This design comes from an exercise in tuning for small area, a short achievable clock period and few clock cycles on the open sky130 flow, not from production work.
Function was checked by simulation only, so behaviour that the tests miss may differ from the original.
Power is estimated from default activity; no workload was simulated.

Setup of run 1:
==> flow/design.v <==
module alu(output reg [7:0] y,
           input      [7:0] a,
           input      [7:0] b,
           input      [1:0] op
          );
    always @(*) begin
        case (op)
            2'b00:   y = a + b;
            2'b01:   y = ~(a & b);
            2'b10:   y = {7'b0, a < b};
            default: y = b;
        endcase
    end
endmodule
module shiftregs(output [7:0] data_out,
                 output [7:0] v0,        
                 input  [31:0] rsel,     
                 input  [4:0] waddr,
                 input  [7:0] data_in,
                 input        enable,
                 input        clk,
                 input        rst
                );
    wire [7:0] q [0:31];
    wire [7:0] wd0  = rst ? 8'h00 : data_in;
    wire [7:0] wdsp = rst ? 8'hFF : data_in;
    genvar i;
    generate
        for (i = 0; i < 32; i = i + 1) begin : r
            reg [7:0] d;
            always @(posedge clk)
                if (rst | (enable & (waddr == i)))
                    d <= (i == 29) ? wdsp : wd0;
            assign q[i] = d;
        end
    endgenerate
    reg [7:0] rd;
    integer k;
    always @(*) begin
        rd = 8'h00;
        for (k = 0; k < 32; k = k + 1)
            rd = rd | ({8{rsel[k]}} & q[k]);
    end
    assign data_out = rd;
    assign v0 = q[1];
endmodule
module processor(input            clk,
                 input            rst,         
                 output [7:0]     mem_addr,
                 output           mem_we,
                 output [7:0]     mem_wdata,
                 input  [7:0]     mem_rdata,   
                 output           halted,
                 output [7:0]     v0
                );
    reg  [7:0] ar;         
    reg        mv;         
    reg  [7:0] ir;         
    reg  [31:0] sel;       
    reg        xv;         
    reg  [7:0] acc;
    reg  [7:0] b;          
    reg  [4:0] rw;         
    reg  [1:0] opw;        
    reg        wv;         
    reg        we_q;
    reg  [7:0] wd_q;
    reg        d1;         
    reg        ld1, ld2;   
    reg        halt_q;
    reg  [7:0] pm;         
    reg        mp, xp;     
    reg        bv;         
    reg  [7:0] btb_nx, btb_tgt;    
    reg        chk;        
    reg  [7:0] wq;         
    reg  [4:0] rw2;        
    reg        rv2;        
    reg        fwdb;       
    reg        accfix;     
    wire [2:0] op = ir[7:5];
    wire [4:0] ri = ir[4:0];
    wire       mis = chk & (wd_q != btb_tgt);
    wire       ex0 = xv & ~halt_q & ~mis;
    wire [7:0] rr, wres;
    wire       wen = rv2 & ~halt_q;
    shiftregs regfile(rr, v0, sel, rw2, wq, wen, clk, rst);
    wire [7:0] acc_e = accfix ? wq : acc;
    wire [7:0] b_e   = fwdb ? wq : b;
    alu wb(wres, acc_e, b_e, opw);
    wire [7:0] rv  = (rv2 & (rw2 == ri)) ? wq : rr;
    wire       whz = wv & (rw == ri);        
    wire       p31 = (wv & (rw == 5'd31)) | (rv2 & (rw2 == 5'd31));
    wire is_acm  = (op == 3'd0);
    wire is_acmi = (op == 3'd1);
    wire is_bnz  = (op == 3'd4);
    wire is_lw   = (op == 3'd7);
    wire is_sw   = (op == 3'd6);
    wire wr_op   = (op == 3'd2) | (op == 3'd3) | (op == 3'd5);
    wire rp    = ex0 & ((whz & (is_bnz | is_sw)) | (is_sw & p31));    
    wire ex    = ex0 & ~rp;
    wire anz   = |acc_e;
    wire taken = ex & is_bnz & anz & ~xp;                  
    wire ptake = ex & is_bnz & anz & xp;                   
    wire memop = ex & op[2] & op[1];
    wire seqfx = ex & xp & ~(is_bnz & anz) & ~memop;       
    wire [7:0] pcx1 = xp ? btb_nx : pm;
    wire [7:0] pcx  = pcx1 - 8'd1;
    wire [7:0] ar1  = ar + 8'd1;
    wire hit   = bv & (ar1 == btb_nx);
    wire halt_set = rv2 & ~halt_q & (rw2 == 5'd31) & (|wq);
    assign mem_addr  = ar;
    assign mem_we    = we_q;
    assign mem_wdata = wd_q;
    assign halted    = halt_q;
    always @(posedge clk) begin
        ir   <= mem_rdata;
        sel  <= 32'd1 << mem_rdata[4:0];
        wd_q <= rv;
        b    <= ld2 ? mem_rdata : (ex & (is_bnz | memop)) ? pcx1 : rv;
        opw  <= ld2 ? 2'b11 : {op[2], op[2] ^ op[0]};
        if (xv) rw <= ri;
        wq   <= wres;
        rw2  <= rw;
        fwdb <= whz & xv & wr_op;
        pm   <= ar;
        mp   <= hit;
        xp   <= mp;
        if (taken) begin
            btb_nx  <= pm;
            btb_tgt <= rv;
        end else if (mis) begin
            btb_tgt <= wd_q;
        end
        if (rst) begin
            ar     <= 8'd0;
            mv     <= 1'b0;
            xv     <= 1'b0;
            acc    <= 8'd0;
            wv     <= 1'b0;
            we_q   <= 1'b0;
            d1     <= 1'b0;
            ld1    <= 1'b0;
            ld2    <= 1'b0;
            halt_q <= 1'b0;
            rv2    <= 1'b0;
            accfix <= 1'b0;
            bv     <= 1'b0;
            chk    <= 1'b0;
        end else begin
            ar     <= d1 ? b : mis ? wd_q : rp ? pcx : taken ? rv : seqfx ? pcx1 :
                      memop ? acc_e : hit ? btb_tgt : ar1;
            mv     <= ~(mis | rp | taken | seqfx | memop | d1);
            xv     <= mv & ~(mis | rp | taken | seqfx | memop);
            if (taken) bv <= 1'b1;
            chk    <= ptake;
            acc    <= (ex & is_acm)  ? rv :
                      (ex & is_acmi) ? {{3{ri[4]}}, ri} : acc_e;
            accfix <= ex & is_acm & whz;
            rv2    <= wv;
            wv     <= (ex & (wr_op | (is_bnz & anz))) | ld2;
            we_q   <= ex & is_sw;
            d1     <= memop;
            ld1    <= memop & is_lw;
            ld2    <= ld1;
            halt_q <= halt_q | halt_set;
        end
    end
endmodule
make LEC_CHECK=0 CAP_MARGIN=20 CORE_MARGIN=2 CORE_UTILIZATION=60 CTS_BUF_LIST=sky130_fd_sc_hd__clkbuf_16 CTS_CLUSTER_DIAMETER=100 CTS_CLUSTER_SIZE=22 PLACE_DENSITY=0.7 SETUP_SLACK_MARGIN=3.6 SLEW_MARGIN=20 finish   # period 6.0 ns
run.sh (not shown) runs the stock make flow with config.mk's settings and CLKGATE_MAP_FILE= SYNTH_SCRIPT=/design/flow/synth_recipe.tcl, a recipe that flattens the netlist after the stock synthesis.
Testbench counts of run 1, summed over its fixed seeds: cycles 30,636.
For run 2, these inputs were changed with respect to run 1:
Settings: SETUP_SLACK_MARGIN: 3.6 -> 3.5.
Notes after the runs:
Comparing the two runs side by side, run 2 comes out behind run 1 on worst setup slack. On proportion of cell area occupied by multi-input gates, the higher figure sits with run 1, not run 2. Run 2 gives less combined area of the multi-input logic cells than run 1 did. Compared to run 1, run 2 has global-route usage 0.93 points lower. First-iteration DRC count: run 2 vs run 1 down 127. Against run 1, run 2 reports a aggregate routed wire length that is lower. Run 1 → run 2: share of total power in combinational logic lost 0.9 points, total power lower, share of the clock period used by the worst path after layout moved up, fraction of met1 tracks used by global routing decreased by 1.2 points relative to the old numbers. Summary — layout buffer count excluding clock buffers, run 2 relative to run 1: lower, by 28.
Input changes introduced in run 3 (baseline for comparison: run 2):
==> flow/flow/run.sh (new file) <==
#!/bin/bash
set -euo pipefail
export BUFFER_PORTS_ARGS="-buffer_cell sky130_fd_sc_hd__buf_2"
bash standard.sh > standard_flow.log 2>&1
==> flow/standard.sh (new file) <==
#!/bin/bash
# synth_recipe.tcl (not shown) runs the flow's synth.tcl, then flattens the netlist and writes it again
# the make line also repeats each setting of config.mk as NAME=value (left out here)
make -C /OpenROAD-flow-scripts/flow DESIGN_CONFIG=/design/flow/config.mk WORK_HOME=/design/flow/orfs CLKGATE_MAP_FILE= SYNTH_SCRIPT=/design/flow/synth_recipe.tcl "${@:-finish}"
removed: flow/run.sh
Notes after the runs:
Minimum clock period after layout improves in run 3 relative to run 2. On wire length of the first global-routing pass: run 3 sits below run 2. Run 3 and run 2 ended up with roughly the same global-route usage. Final cell count of run 2 is on par with run 3.

========
== main ==
RTL: the design.v shown in full above, as it stands there.
Settings: LEC_CHECK=0, CAP_MARGIN=20, CORE_MARGIN=2, CORE_UTILIZATION=70, CTS_BUF_LIST=sky130_fd_sc_hd__clkbuf_16, CTS_CLUSTER_DIAMETER=100, CTS_CLUSTER_SIZE=22, PLACE_DENSITY=0.8, SETUP_SLACK_MARGIN=3.5, SLEW_MARGIN=20; clock period 6.0 ns.
Stock flow here: none of the scripts above is used.
main went all the way through the flow, and no timing, DRC or antenna check failed.
Testbench counts of main, summed over its fixed seeds: cycles 30,636.
> inputs changed (main -> the feature branch)
diff --git a/flow/config.mk b/flow/config.mk
--- a/flow/config.mk
+++ b/flow/config.mk
@@ -10 +10 @@
-export CORE_UTILIZATION = 70
+export CORE_UTILIZATION = 60
@@ -14,2 +14,2 @@
-export PLACE_DENSITY = 0.8
-export SETUP_SLACK_MARGIN = 3.5
+export PLACE_DENSITY = 0.7
+export SETUP_SLACK_MARGIN = 3.7
==> results.txt <==
- The feature branch completed; timing, DRC and antenna clean
- main closes out successfully: all stages finished, all timing, DRC and antenna checks passed.
- The feature branch against main: met2 wirelength from detailed routing climbed 3.0%; design area climbed about 4%; number of nets in the finished design climbed 49; area of the die climbed 16%.
- Lower slew at the pin closest to its max-slew limit goes to the feature branch over main.

========
Another version of the RTL of processor (not shown whole).
For scale: ~1,000 cells after synthesis, about 310 flip-flops, about 36 I/O pins, about 13,000 sq um of cells after synthesis.
export LEC_CHECK = 0
export CAP_MARGIN = 20
export CORE_MARGIN = 2
export CORE_UTILIZATION = 40
export CTS_BUF_LIST = sky130_fd_sc_hd__clkbuf_16
export CTS_CLUSTER_DIAMETER = 100
export CTS_CLUSTER_SIZE = 22
export SETUP_SLACK_MARGIN = 3.2
export SLEW_MARGIN = 20
create_clock -name core_clock -period 6.0 [get_ports {clk}]
The baseline finished with timing, DRC and antenna clean.
Testbench counts at the start, summed over its fixed seeds: cycles 33,942.
Then changed:
- CTS_BUF_LIST: sky130_fd_sc_hd__clkbuf_16 -> not set
- CTS_CLUSTER_DIAMETER: 100 -> not set
- CTS_CLUSTER_SIZE: 22 -> not set
- SETUP_SLACK_MARGIN: 3.2 -> not set
The new run passed the timing, DRC and antenna checks.
Global-route usage falls by 0.50 points.
Die area stays the same.
Core utilization goes down by 1.5 points.
Clock-buffer cell count came out higher by 20.
Sequential power is about the same.
Design area falls by 3.2%.

## port drivers added, routing unchanged
No port has a modelled driver above. Below, the same layouts with a new extraction and two added sets of constraints.
Step 1, drivers: a clkbuf_16 drives clk and a buf_2 each remaining input, both assumed.
Step 2 times the ports against the registers' clock, not the clock port: input delays grow and output delays shrink by t, the midpoint of the rising clock arrivals with the driver on.
a / b / c = ideal / step 1 / step 2; a / b = the first two.
| run | t (ns) | slack for setup (ns) | clock arrival spread, ns | cell pins on the clock port's net |
|---|---|---|---|---|
| run 1 | 0.578 | 3.531 / 3.531 / 3.008 | 0.013 / 0.014 | 1 |
| run 2 | 0.565 | 3.477 / 3.429 / 3.073 | 0.015 / 0.016 | 1 |
| run 3 | 0.575 | 3.502 / 3.502 / 3.043 | 0.018 / 0.018 | 1 |
| main | 0.573 | 3.437 / 3.432 / 3.051 | 0.020 / 0.020 | 1 |
| the feature branch | 0.583 | 3.549 / 3.549 / 3.213 | 0.023 / 0.023 | 1 |
| the first run of note 3 | 0.570 | 3.182 / 3.182 / 2.732 | 0.027 / 0.027 | 1 |
| the second run of note 3 | 0.609 | 2.389 / 2.389 / 2.192 | 0.018 / 0.018 | 1 |
After both steps every run listed still meets setup and hold. For run 1, which loses most, drivers alone change the setup slack by 0.000 ns; drivers and shift together by -0.523 ns.
